From an optimization exercise on the open Yosys and OpenROAD flow, aimed at small area; shortcuts taken in it are not production practice.
No functional check of the RTL was part of this run.
No activity file was given, so power comes from the tool's default toggle rates.

==> flow/design.v <==
module Task3(
	input [7:0] X0,
	input [7:0] X1,
	input [7:0] X2,
	input [7:0] X3,
	input [7:0] A0,
	input [7:0] A1,
	input [7:0] A2,
	input [7:0] A3,
	input clk,
	input rst,
	input enable,
	output ready,
	output valid,
	output [17:0] result
);
reg [3:0] cnt;
reg [7:0] a0, a1, a2, a3;
reg [7:0] xs0, xs1, xs2, xs3;
reg [9:0] h;
assign ready = (cnt == 4'd0) | (cnt == 4'd9);
assign valid = (cnt == 4'd9);
wire start = enable & ready;
wire first = (cnt == 4'd1);
wire last = (cnt == 4'd8);
wire inv = (cnt == 4'd7) | last;
always @(posedge clk) begin
	if (rst)
		cnt <= 4'd0;
	else if (start)
		cnt <= 4'd1;
	else if (ready)
		cnt <= 4'd0;
	else
		cnt <= cnt + 4'd1;
end
wire [9:0] hin = first ? 10'd512 : h;
wire b0 = xs0[0], b1 = xs1[0], b2 = xs2[0], b3 = xs3[0];
wire [7:0] pp0 = {~(a0[7] & b0), a0[6:0] & {7{b0}}};
wire [7:0] pp1 = {~(a1[7] & b1), a1[6:0] & {7{b1}}};
wire [7:0] pp2 = {~(a2[7] & b2), a2[6:0] & {7{b2}}};
wire [7:0] pp3 = {~(a3[7] & b3), a3[6:0] & {7{b3}}};
wire s1;
wire c2;
wire s3;
wire c4;
wire s5;
wire c6;
wire s7;
wire c8;
wire s9;
wire c10;
wire s11;
wire c12;
wire s13;
wire c14;
wire s15;
wire c16;
wire s17;
wire c18;
wire s19;
wire c20;
wire s21;
wire c22;
wire s23;
wire c24;
wire s25;
wire c26;
wire s27;
wire c28;
wire s29;
wire c30;
wire s31;
wire c32;
wire s33;
wire c34;
wire s35;
wire c36;
wire s37;
wire c38;
wire s39;
wire c40;
wire s41;
wire c42;
wire s43;
wire c44;
wire s45;
wire c46;
wire s47;
wire c48;
wire s49;
wire c50;
wire s51;
wire c52;
wire s53;
wire c54;
wire s55;
wire c56;
wire s57;
wire c58;
wire s59;
wire c60;
wire s61;
wire c62;
wire s63;
wire c64;
wire [10:0] sum;
assign s1 = hin[0] ^ pp0[0] ^ pp1[0];
assign c2 = (hin[0] & pp0[0]) | (hin[0] & pp1[0]) | (pp0[0] & pp1[0]);
assign s3 = pp2[0] ^ pp3[0] ^ s1;
assign c4 = (pp2[0] & pp3[0]) | (pp2[0] & s1) | (pp3[0] & s1);
assign s5 = hin[1] ^ pp0[1] ^ pp1[1];
assign c6 = (hin[1] & pp0[1]) | (hin[1] & pp1[1]) | (pp0[1] & pp1[1]);
assign s7 = pp2[1] ^ pp3[1] ^ c2;
assign c8 = (pp2[1] & pp3[1]) | (pp2[1] & c2) | (pp3[1] & c2);
assign s9 = s5 ^ c4 ^ s7;
assign c10 = (s5 & c4) | (s5 & s7) | (c4 & s7);
assign s11 = hin[2] ^ pp0[2] ^ pp1[2];
assign c12 = (hin[2] & pp0[2]) | (hin[2] & pp1[2]) | (pp0[2] & pp1[2]);
assign s13 = pp2[2] ^ pp3[2] ^ c6;
assign c14 = (pp2[2] & pp3[2]) | (pp2[2] & c6) | (pp3[2] & c6);
assign s15 = s11 ^ c8 ^ s13;
assign c16 = (s11 & c8) | (s11 & s13) | (c8 & s13);
assign s17 = c10 ^ s15;
assign c18 = c10 & s15;
assign s19 = hin[3] ^ pp0[3] ^ pp1[3];
assign c20 = (hin[3] & pp0[3]) | (hin[3] & pp1[3]) | (pp0[3] & pp1[3]);
assign s21 = pp2[3] ^ pp3[3] ^ c12;
assign c22 = (pp2[3] & pp3[3]) | (pp2[3] & c12) | (pp3[3] & c12);
assign s23 = s19 ^ c14 ^ s21;
assign c24 = (s19 & c14) | (s19 & s21) | (c14 & s21);
assign s25 = c16 ^ s23 ^ c18;
assign c26 = (c16 & s23) | (c16 & c18) | (s23 & c18);
assign s27 = hin[4] ^ pp0[4] ^ pp1[4];
assign c28 = (hin[4] & pp0[4]) | (hin[4] & pp1[4]) | (pp0[4] & pp1[4]);
assign s29 = pp2[4] ^ pp3[4] ^ c20;
assign c30 = (pp2[4] & pp3[4]) | (pp2[4] & c20) | (pp3[4] & c20);
assign s31 = s27 ^ c22 ^ s29;
assign c32 = (s27 & c22) | (s27 & s29) | (c22 & s29);
assign s33 = c24 ^ s31 ^ c26;
assign c34 = (c24 & s31) | (c24 & c26) | (s31 & c26);
assign s35 = hin[5] ^ pp0[5] ^ pp1[5];
assign c36 = (hin[5] & pp0[5]) | (hin[5] & pp1[5]) | (pp0[5] & pp1[5]);
assign s37 = pp2[5] ^ pp3[5] ^ c28;
assign c38 = (pp2[5] & pp3[5]) | (pp2[5] & c28) | (pp3[5] & c28);
assign s39 = s35 ^ c30 ^ s37;
assign c40 = (s35 & c30) | (s35 & s37) | (c30 & s37);
assign s41 = c32 ^ s39 ^ c34;
assign c42 = (c32 & s39) | (c32 & c34) | (s39 & c34);
assign s43 = hin[6] ^ pp0[6] ^ pp1[6];
assign c44 = (hin[6] & pp0[6]) | (hin[6] & pp1[6]) | (pp0[6] & pp1[6]);
assign s45 = pp2[6] ^ pp3[6] ^ c36;
assign c46 = (pp2[6] & pp3[6]) | (pp2[6] & c36) | (pp3[6] & c36);
assign s47 = s43 ^ c38 ^ s45;
assign c48 = (s43 & c38) | (s43 & s45) | (c38 & s45);
assign s49 = c40 ^ s47 ^ c42;
assign c50 = (c40 & s47) | (c40 & c42) | (s47 & c42);
assign s51 = hin[7] ^ pp0[7] ^ pp1[7];
assign c52 = (hin[7] & pp0[7]) | (hin[7] & pp1[7]) | (pp0[7] & pp1[7]);
assign s53 = pp2[7] ^ pp3[7] ^ c44;
assign c54 = (pp2[7] & pp3[7]) | (pp2[7] & c44) | (pp3[7] & c44);
assign s55 = s51 ^ c46 ^ s53;
assign c56 = (s51 & c46) | (s51 & s53) | (c46 & s53);
assign s57 = c48 ^ s55 ^ c50;
assign c58 = (c48 & s55) | (c48 & c50) | (s55 & c50);
assign s59 = hin[8] ^ c52 ^ c54;
assign c60 = (hin[8] & c52) | (hin[8] & c54) | (c52 & c54);
assign s61 = c56 ^ s59 ^ c58;
assign c62 = (c56 & s59) | (c56 & c58) | (s59 & c58);
assign s63 = hin[9] ^ c60 ^ c62;
assign c64 = (hin[9] & c60) | (hin[9] & c62) | (c60 & c62);
assign sum = {c64, s63, s61, s57, s49, s41, s33, s25, s17, s9, s3};
wire [9:0] hnext = sum[10:1] ^ {~last & inv, {9{inv}}};
wire rbit = sum[0] ^ last;
always @(posedge clk) begin
	if (ready) begin
		a0 <= A0; a1 <= A1; a2 <= A2; a3 <= A3;
		xs0 <= X0; xs1 <= X1; xs2 <= X2; xs3 <= X3;
	end else begin
		xs0 <= {rbit, xs0[7:1]};
		xs1 <= {X1[7], xs1[7:1]};
		xs2 <= {X2[7], xs2[7:1]};
		xs3 <= {X3[7], xs3[7:1]};
	end
	h <= hnext;
end
assign result = {h, xs0};
endmodule
==> flow/flow/run.sh <==
#!/bin/bash
# The standard layout with these changes:
# - the port buffers are the smallest buffer cell instead of the delay cell
#   buffer_ports picks by itself;
# - Yosys's synth skips its early "abc -fast";
# - after the standard synthesis, flow/netopt.py removes the inverters that
#   extract_fa leaves around the full adders (it flips full adders and some
#   two-input gates to inverted logic instead); flip-flops are untouched.
set -euo pipefail
export BUFFER_PORTS_ARGS="-buffer_cell sky130_fd_sc_hd__buf_1"
export SYNTH_ARGS="-noabc"
R=orfs/results/$FLOW_PLATFORM/Task3/base
bash standard.sh synth > synth.log 2>&1
cp $R/1_2_yosys.v yosys_standard.v
python3 flow/netopt.py yosys_standard.v $R/1_2_yosys.v > netopt.log 2>&1
touch $R/1_2_yosys.v
bash standard.sh finish > finish.log 2>&1
==> flow/flow/netopt.py <==
#!/usr/bin/env python3
"""Inverter clean-up on a Yosys netlist of sky130hd cells.

Yosys's extract_fa leaves inverters around the full adders it finds. A full
adder is self-dual: inverting its three inputs inverts both outputs. This
script removes every inverter it can, chooses for each full adder whether it
works on inverted signals, and for some two-input gates whether they give the
inverted function (nand2 <-> and2, nor2 <-> or2, xor2 <-> xnor2), so that as
few inverters as possible are needed; then puts back one inverter per signal
that some input still needs inverted. Flip-flops are not touched.

Usage: netopt.py IN.v OUT.v
"""
import re, sys, random

P = "sky130_fd_sc_hd__"
OUTPINS = {"X", "Y", "Q", "Q_N", "SUM", "COUT", "HI", "LO", "GCLK"}
AREA = {"inv_1": 3.7536, "nand2_1": 3.7536, "and2_1": 6.256, "nor2_1": 3.7536,
        "or2_1": 6.256, "xor2_1": 8.7584, "xnor2_1": 8.7584}
OUTPIN = {"nand2_1": "Y", "and2_1": "X", "nor2_1": "Y", "or2_1": "X", "xor2_1": "X", "xnor2_1": "Y"}
SWAP = {"nand2_1": "and2_1", "and2_1": "nand2_1", "nor2_1": "or2_1", "or2_1": "nor2_1",
        "xor2_1": "xnor2_1", "xnor2_1": "xor2_1"}

src = open(sys.argv[1]).read()
if re.search(r"^\s*assign\b", src, re.M):
    open(sys.argv[2], "w").write(src)
    print("netopt: netlist has assign statements; left as it is")
    sys.exit(0)

inst_re = re.compile(r"^(\s*)(" + P + r"\w+)\s+(\S+)\s*\((.*?)\);\n", re.S | re.M)
pin_re = re.compile(r"\.(\w+)\(([^()]*)\)")
m0 = inst_re.search(src)
head = src[:m0.start()]
insts = []
last = m0.start()
tail_parts = []
for m in inst_re.finditer(src):
    if src[last:m.start()].strip():
        raise SystemExit("netopt: unexpected text between instances")
    pins = [(p, n.strip()) for p, n in pin_re.findall(m.group(4))]
    insts.append({"type": m.group(2)[len(P):], "name": m.group(3), "pins": pins})
    last = m.end()
tail = src[last:]

# port nets
ports = set()
for kind, rng, names in re.findall(r"^\s*(input|output)\s*(\[\d+:\d+\])?\s*([^;]+);", head, re.M):
    for nm in names.split(","):
        nm = nm.strip()
        if rng:
            hi, lo = map(int, rng[1:-1].split(":"))
            for b in range(min(hi, lo), max(hi, lo) + 1):
                ports.add(f"{nm}[{b}]")
        else:
            ports.add(nm)

driver = {}
for k, it in enumerate(insts):
    for p, n in it["pins"]:
        if p in OUTPINS:
            driver[n] = (k, p)

def is_inv(it):
    return re.fullmatch(r"inv_\d+", it["type"]) is not None

removable = set()
for k, it in enumerate(insts):
    if is_inv(it):
        out = dict(it["pins"])["Y"]
        if out not in ports:
            removable.add(k)

def lit(net):
    q = 0
    seen = 0
    while net in driver and driver[net][0] in removable:
        net = dict(insts[driver[net][0]]["pins"])["A"]
        q ^= 1
        seen += 1
        if seen > 50:
            raise SystemExit("netopt: inverter loop")
    return net, q

# variables: FA flips and gate swaps, by instance index
var_of_root = {}
fa = [k for k, it in enumerate(insts) if it["type"] == "fa_1"]
swp = [k for k, it in enumerate(insts) if it["type"] in SWAP and k not in removable]
for k in fa + swp:
    for p, n in insts[k]["pins"]:
        if p in OUTPINS:
            var_of_root[n] = k
fixed_roots = {r for r in var_of_root if r in ports}

# consumers: (instance, pin index, root, q, consumer var or None)
cons = []
for k, it in enumerate(insts):
    if k in removable:
        continue
    for j, (p, n) in enumerate(it["pins"]):
        if p in OUTPINS or n == "" or n.startswith("1'"):
            continue
        r, q = lit(n)
        cons.append((k, j, r, q, k if it["type"] == "fa_1" else None))
# port outputs driven through removable inverters cannot happen (kept), ports as roots are fixed
roots = {}
for c in cons:
    roots.setdefault(c[2], []).append(c)

state = {k: 0 for k in fa + swp}

def phys(r):
    k = var_of_root.get(r)
    return state[k] if k is not None else 0

def cost():
    tot = 0.0
    for k in swp:
        t = insts[k]["type"]
        tot += AREA[SWAP[t]] if state[k] else AREA[t]
    for r, cl in roots.items():
        pr = phys(r)
        if any((q ^ (state[cv] if cv is not None else 0)) != pr for _, _, _, q, cv in cl):
            tot += AREA["inv_1"]
    for r in fixed_roots:
        if phys(r):
            tot += 1e6
    return tot

variables = fa + swp
best = cost()
start_cost = best
best_state = dict(state)
random.seed(1)
cur = best
for it_ in range(40):
    improved = True
    while improved:
        improved = False
        for k in variables:
            state[k] ^= 1
            c = cost()
            if c < cur - 1e-9:
                cur = c
                improved = True
            else:
                state[k] ^= 1
    if cur < best - 1e-9:
        best = cur
        best_state = dict(state)
    # perturb from the best
    state = dict(best_state)
    for k in random.sample(variables, min(len(variables), random.randint(2, 8))):
        state[k] ^= 1
    cur = cost()
state = best_state

def esc(n):
    return n + " " if n.startswith("\\") else n

# rebuild
n_inv_before = sum(1 for k in removable)
newinsts = []
invnet = {}
extra_wires = []
for r, cl in roots.items():
    pr = phys(r)
    if any((q ^ (state[cv] if cv is not None else 0)) != pr for _, _, _, q, cv in cl):
        nn = "_ninv_" + re.sub(r"[^A-Za-z0-9_]", "_", r) + "_"
        invnet[r] = nn
        extra_wires.append(nn)
pins_new = {k: list(it["pins"]) for k, it in enumerate(insts)}
for k, j, r, q, cv in cons:
    want = q ^ (state[cv] if cv is not None else 0)
    p = pins_new[k][j][0]
    pins_new[k][j] = (p, r if want == phys(r) else invnet[r])
out = [head.rstrip("\n") + "\n"]
for w in extra_wires:
    out.append(f"  wire {w};\n")
for k, it in enumerate(insts):
    if k in removable:
        continue
    t = it["type"]
    if k in state and state[k] and k in swp:
        t = SWAP[t]
    pl = pins_new[k]
    if t != it["type"]:
        o = OUTPIN[t]
        pl = [(o if p in OUTPINS else p, n) for p, n in pl]
    pins = ",\n".join(f"    .{p}({esc(n)})" for p, n in pl)
    out.append(f"  {P}{t} {it['name']} (\n{pins}\n  );\n")
for i, (r, nn) in enumerate(invnet.items()):
    out.append(f"  {P}inv_1 _ninv{i}_ (\n    .A({esc(r)}),\n    .Y({nn})\n  );\n")
out.append(tail)
open(sys.argv[2], "w").write("".join(out))
print(f"netopt: {len(fa)} full adders ({sum(state[k] for k in fa)} flipped), "
      f"{len(swp)} swappable gates ({sum(state[k] for k in swp)} swapped), "
      f"inverters {n_inv_before} removed, {len(invnet)} added; "
      f"modelled area {start_cost:.1f} -> {best:.1f}")
==> flow/standard.sh <==
#!/bin/bash
# synth_recipe.tcl (not shown) runs the flow's synth.tcl, then flattens the netlist and writes it again
# the make line also repeats each setting of config.mk as NAME=value (left out here)
make -C /OpenROAD-flow-scripts/flow DESIGN_CONFIG=/design/flow/config.mk WORK_HOME=/design/flow/orfs CLKGATE_MAP_FILE= SYNTH_SCRIPT=/design/flow/synth_recipe.tcl "${@:-finish}"
==> flow/config.mk <==
export PLATFORM = sky130hd
export DESIGN_NAME = Task3
export DESIGN_NICKNAME = Task3
export VERILOG_FILES = /design/flow/design.v
export SDC_FILE = /design/flow/constraint.sdc
export NUM_CORES = 4
export LEC_CHECK = 0
export ABC_AREA = 1
export CAP_MARGIN = 20
export CORE_MARGIN = 2
export CORE_UTILIZATION = 40
export SLEW_MARGIN = 20
==> flow/constraint.sdc <==
create_clock -name core_clock -period 8.0 [get_ports {clk}]
set_input_delay 1.6000 -clock core_clock [delete_from_list [all_inputs] [get_ports {clk}]]
set_output_delay 1.6000 -clock core_clock [all_outputs]
set_load 0.01 [all_outputs]
==> results.cfg <==
[synth]
postSynthNetCount = 407
synthCells = 304
synth_area_sq_um = 3500
synthesis.yosys.warnings = 1
syn-mean-instance-area_sq_um = 11.5

[sta]
rsz0062_at_grt = false
finalSetupTns_ns = 0
slew_at_the_pin_closest_to_its_max_slew_limit_ns = 0.907
post-route-period-util_pct = 74.4
setup_viol_count_final = 0
clock.fmax_mhz = 168
slew_violations = 0
period_needed_ns = 5.95
max_slew_margin_pct = 39.5
fin_hold_viols = 0
timing.hold.ws_ns = 0.424
timing.clock.skew_ns = 0.0102

[pwr]
peakVddDrop_mv = 0.130
static-leakage-power_nw = 1.78
totalPowerFinal_mw = 1.38
power-per-cell-area_nw_per_um2 = 338

[routing]
drcViolationCount = 0
routed_wire_length_per_instance_um = 13.1
detail_route.wirelength_mm = 6.57
final_antenna_net_count = 0
detailedRoute.firstIterationViolations = 33
vias_post_dr = 2214
firstDrtPassIters = 4
route.detailed.vias_per_inst = 4.40

[cells_and_area]
fill_cells = 841
post_route_cells_drive_above_1_share_pct = 6.58
syn2layout_area_growth_pct = 16.7
finalNetCount = 493
ant_cells = 0

[worst_setup_path]
worst_path_largest_cell_delay_ns = 0.49
critical-path-top-cell-by-count = sky130_fd_sc_hd__fa_1
required_time_of_the_critical_path_ns = 8.24
timing.critical_path.buf_inv = 1
cp_arrival_ns = 6.18
r2r_cells = 16
critPathMaxFanout = 9
setup.worst_path.end_class = flop
timing.rr.start = cnt[0]$_SDFF_PP0_
path_class = flop to flop
crit_path_cell_trace = ha_1, nand2_1, inv_1, nor2_1, fa_1, fa_1, fa_1, ha_1, fa_1, fa_1, fa_1, fa_1, fa_1, fa_1, fa_1, xor2_1
rr_endpoint = h[8]$_DFF_P_
timing.critical_path.slowest_stage_cell = sky130_fd_sc_hd__fa_1
r2r_setup_slack_ns = 2.05
largest_delay_contributor_family_on_the_critical_path = adder cells
timing.critical_path.from_type = flop

[clocking]
tritoncts.num_buffers = 9
htree_levels = 3
cts_tree = yes
clock_sink_count = 78
clk-insertion-delay-late_ns = 0.36
post_cts_resized = 0
clockBufferDepth = 2
clock_pin_slew_on_the_worst_setup_and_hold_paths_ns = 0.09
postCtsHoldBufs = 0
cts.repair_timing.setup_buffer_count = 0
cts.root.buffer_cell = sky130_fd_sc_hd__clkbuf_8

[run_status]
result_of_the_run = timing/DRC/antenna clean

[placement]
weighted_congestion_reported_at_the_end_of_routability_driven_placement = 0.772
place.detailed.hpwl_mm = 4.86
port_buffers = 86

[floorplan]
floorplan.die_area_sq_um = 9520
dieHeight_um = 97.6
io_pins = 87
dieWidth_um = 97.6
floorplan.core_area_sq_um = 8590
rows = 34
start_util_pct = 40.7

[global_routing]
grt_pass1_wl_mm = 11.2
initial_antenna_violation_count = 0
grt.overflow.total = 0
grt_util_all_layers_pct = 15.2
vias_in_the_first_global_route = 2428
grt_max_degree = 64

[min_path]
worstHoldStart = xs2[2]$_DFF_P_
whs_endpoint = xs2[1]$_DFF_P_
worst_hold_path.num_cells = 2
worst_hold_path_type = flop to flop

[job]
max_cap_viols = 0
[placed cells by master (no fill, tap or decap)]
| cell | instances |
|---|---|
| sky130_fd_sc_hd__fa_1 | 31 |
| sky130_fd_sc_hd__nor2_2 | 4 |
| sky130_fd_sc_hd__a21oi_1 | 1 |
| sky130_fd_sc_hd__nand2_2 | 1 |
| sky130_fd_sc_hd__edfxtp_1 | 32 |
| sky130_fd_sc_hd__clkbuf_16 | 1 |
| sky130_fd_sc_hd__inv_6 | 1 |
| sky130_fd_sc_hd__or2_2 | 1 |
| sky130_fd_sc_hd__inv_8 | 3 |
| sky130_fd_sc_hd__xnor2_1 | 2 |
| sky130_fd_sc_hd__dfxtp_1 | 46 |
| sky130_fd_sc_hd__ha_1 | 5 |
| sky130_fd_sc_hd__clkbuf_8 | 9 |
| sky130_fd_sc_hd__clkinv_4 | 1 |
| sky130_fd_sc_hd__nand4_1 | 1 |
| sky130_fd_sc_hd__nand2_4 | 3 |
| sky130_fd_sc_hd__nand3_2 | 1 |
| sky130_fd_sc_hd__nand2_1 | 95 |
| sky130_fd_sc_hd__buf_1 | 86 |
| sky130_fd_sc_hd__nand3_1 | 4 |
| sky130_fd_sc_hd__and2_1 | 29 |
| sky130_fd_sc_hd__xor2_1 | 10 |
| sky130_fd_sc_hd__inv_1 | 18 |
| sky130_fd_sc_hd__nor2_1 | 9 |
| sky130_fd_sc_hd__inv_4 | 1 |
[through the flow]
stage               std cells  setup WS, ns  util [%]  instance area (sq um)
floorplan                 304          2.36         -                   3500
global placement          487          2.14      45.2                   3880
detailed placement        487          2.02      45.2                   3880
CTS                       503          1.98      47.6                   4090
global route              503          1.79      47.6                   4090
finish                    503          2.05      47.6                   4090
[how the worst max path moves through the flow]
stage              endpoint  cells after the start              start  slack, ns
6_report       h[8]$_DFF_P_                     16  cnt[0]$_SDFF_PP0_       2.05
5_1_grt        h[8]$_DFF_P_                     16  cnt[0]$_SDFF_PP0_       1.79
4_1_cts        h[8]$_DFF_P_                     16  cnt[0]$_SDFF_PP0_       1.98
3_5_place_dp   h[8]$_DFF_P_                     16  cnt[0]$_SDFF_PP0_       2.02
3_3_place_gp   h[8]$_DFF_P_                     16  cnt[0]$_SDFF_PP0_       2.14
2_1_floorplan  h[8]$_DFF_P_                     16  cnt[0]$_SDFF_PP0_       2.36
[worst reg2reg max path, cell delays in order, from the launching register on]
cell,delay (ns)
sky130_fd_sc_hd__dfxtp_1,0.44
sky130_fd_sc_hd__ha_1,0.22
sky130_fd_sc_hd__nand2_1,0.07
sky130_fd_sc_hd__inv_1,0.25
sky130_fd_sc_hd__nor2_1,0.12
sky130_fd_sc_hd__fa_1,0.46
sky130_fd_sc_hd__fa_1,0.42
sky130_fd_sc_hd__fa_1,0.49
sky130_fd_sc_hd__ha_1,0.21
sky130_fd_sc_hd__fa_1,0.42
sky130_fd_sc_hd__fa_1,0.42
sky130_fd_sc_hd__fa_1,0.42
sky130_fd_sc_hd__fa_1,0.43
sky130_fd_sc_hd__fa_1,0.43
sky130_fd_sc_hd__fa_1,0.41
sky130_fd_sc_hd__fa_1,0.45
sky130_fd_sc_hd__xor2_1,0.17
[sequential cells by signal, summed over array words and instances, names as in the netlist]
register and flops:
a2 8, xs1 8, a1 8, a3 8, xs3 8, a0 8, h 10, xs0 8
xs2 8, cnt 4
[final cells by class]
class	instances	area, sq um	area share, %
Clock inverter	6	57.6	1.41
Multi-Input combinational cell	197	1470	36.0
Inverter	18	67.6	1.65
Clock buffer	10	149	3.64
Timing Repair Buffer	86	323	7.90
Sequential cell	78	1880	46.1
Tap cell	108	135	3.31
[per-layer routing]
metal | vias up | wire, um | share of wire [%] | GRT usage (%)
met5 | - | 0 | 0 | 0
met4 | 0 | 37 | 0.56 | 4.70
li1 | 1109 | - | - | -
met1 | 1019 | 2940 | 45 | 19.1
met2 | 79 | 3070 | 47 | 24.0
met3 | 7 | 531 | 8.1 | 6.62
[power by group]
part	internal, mW	switching, mW	total [mW]	leakage (nW)
Sequential	0.502	0.0385	0.540	0.708
Clock	0.140	0.159	0.299	0.108
Combinational	0.253	0.291	0.544	0.964

separate check: timing with driven ports:
No port has a modelled driver above. Below, the same layout with a new extraction and two added sets of constraints. Step 1 (the two cells are an assumption about what drives the block):
set clk [get_ports {clk}]
set_driving_cell -lib_cell sky130_fd_sc_hd__clkbuf_16 $clk
set_driving_cell -lib_cell sky130_fd_sc_hd__buf_2 [delete_from_list [all_inputs] $clk]
Step 2, shift: input delay + t, output delay - t, t = (earliest + latest rising clock arrival at the registers) / 2. This alone moves slack from input paths to output paths. Slacks: ideal / step 1 / step 2; pairs: ideal / step 1.
t, ns: 0.379
setup slack, ns: 2.051 / 2.051 / 2.051
hold WS [ns]: 0.424 / 0.424 / 0.424
worst data-port slew with drivers (ns): 0.04
After both steps setup and hold are still met in this run. The setup slack of this run moves by 0.000 ns with the drivers and by 0.000 ns with both steps.
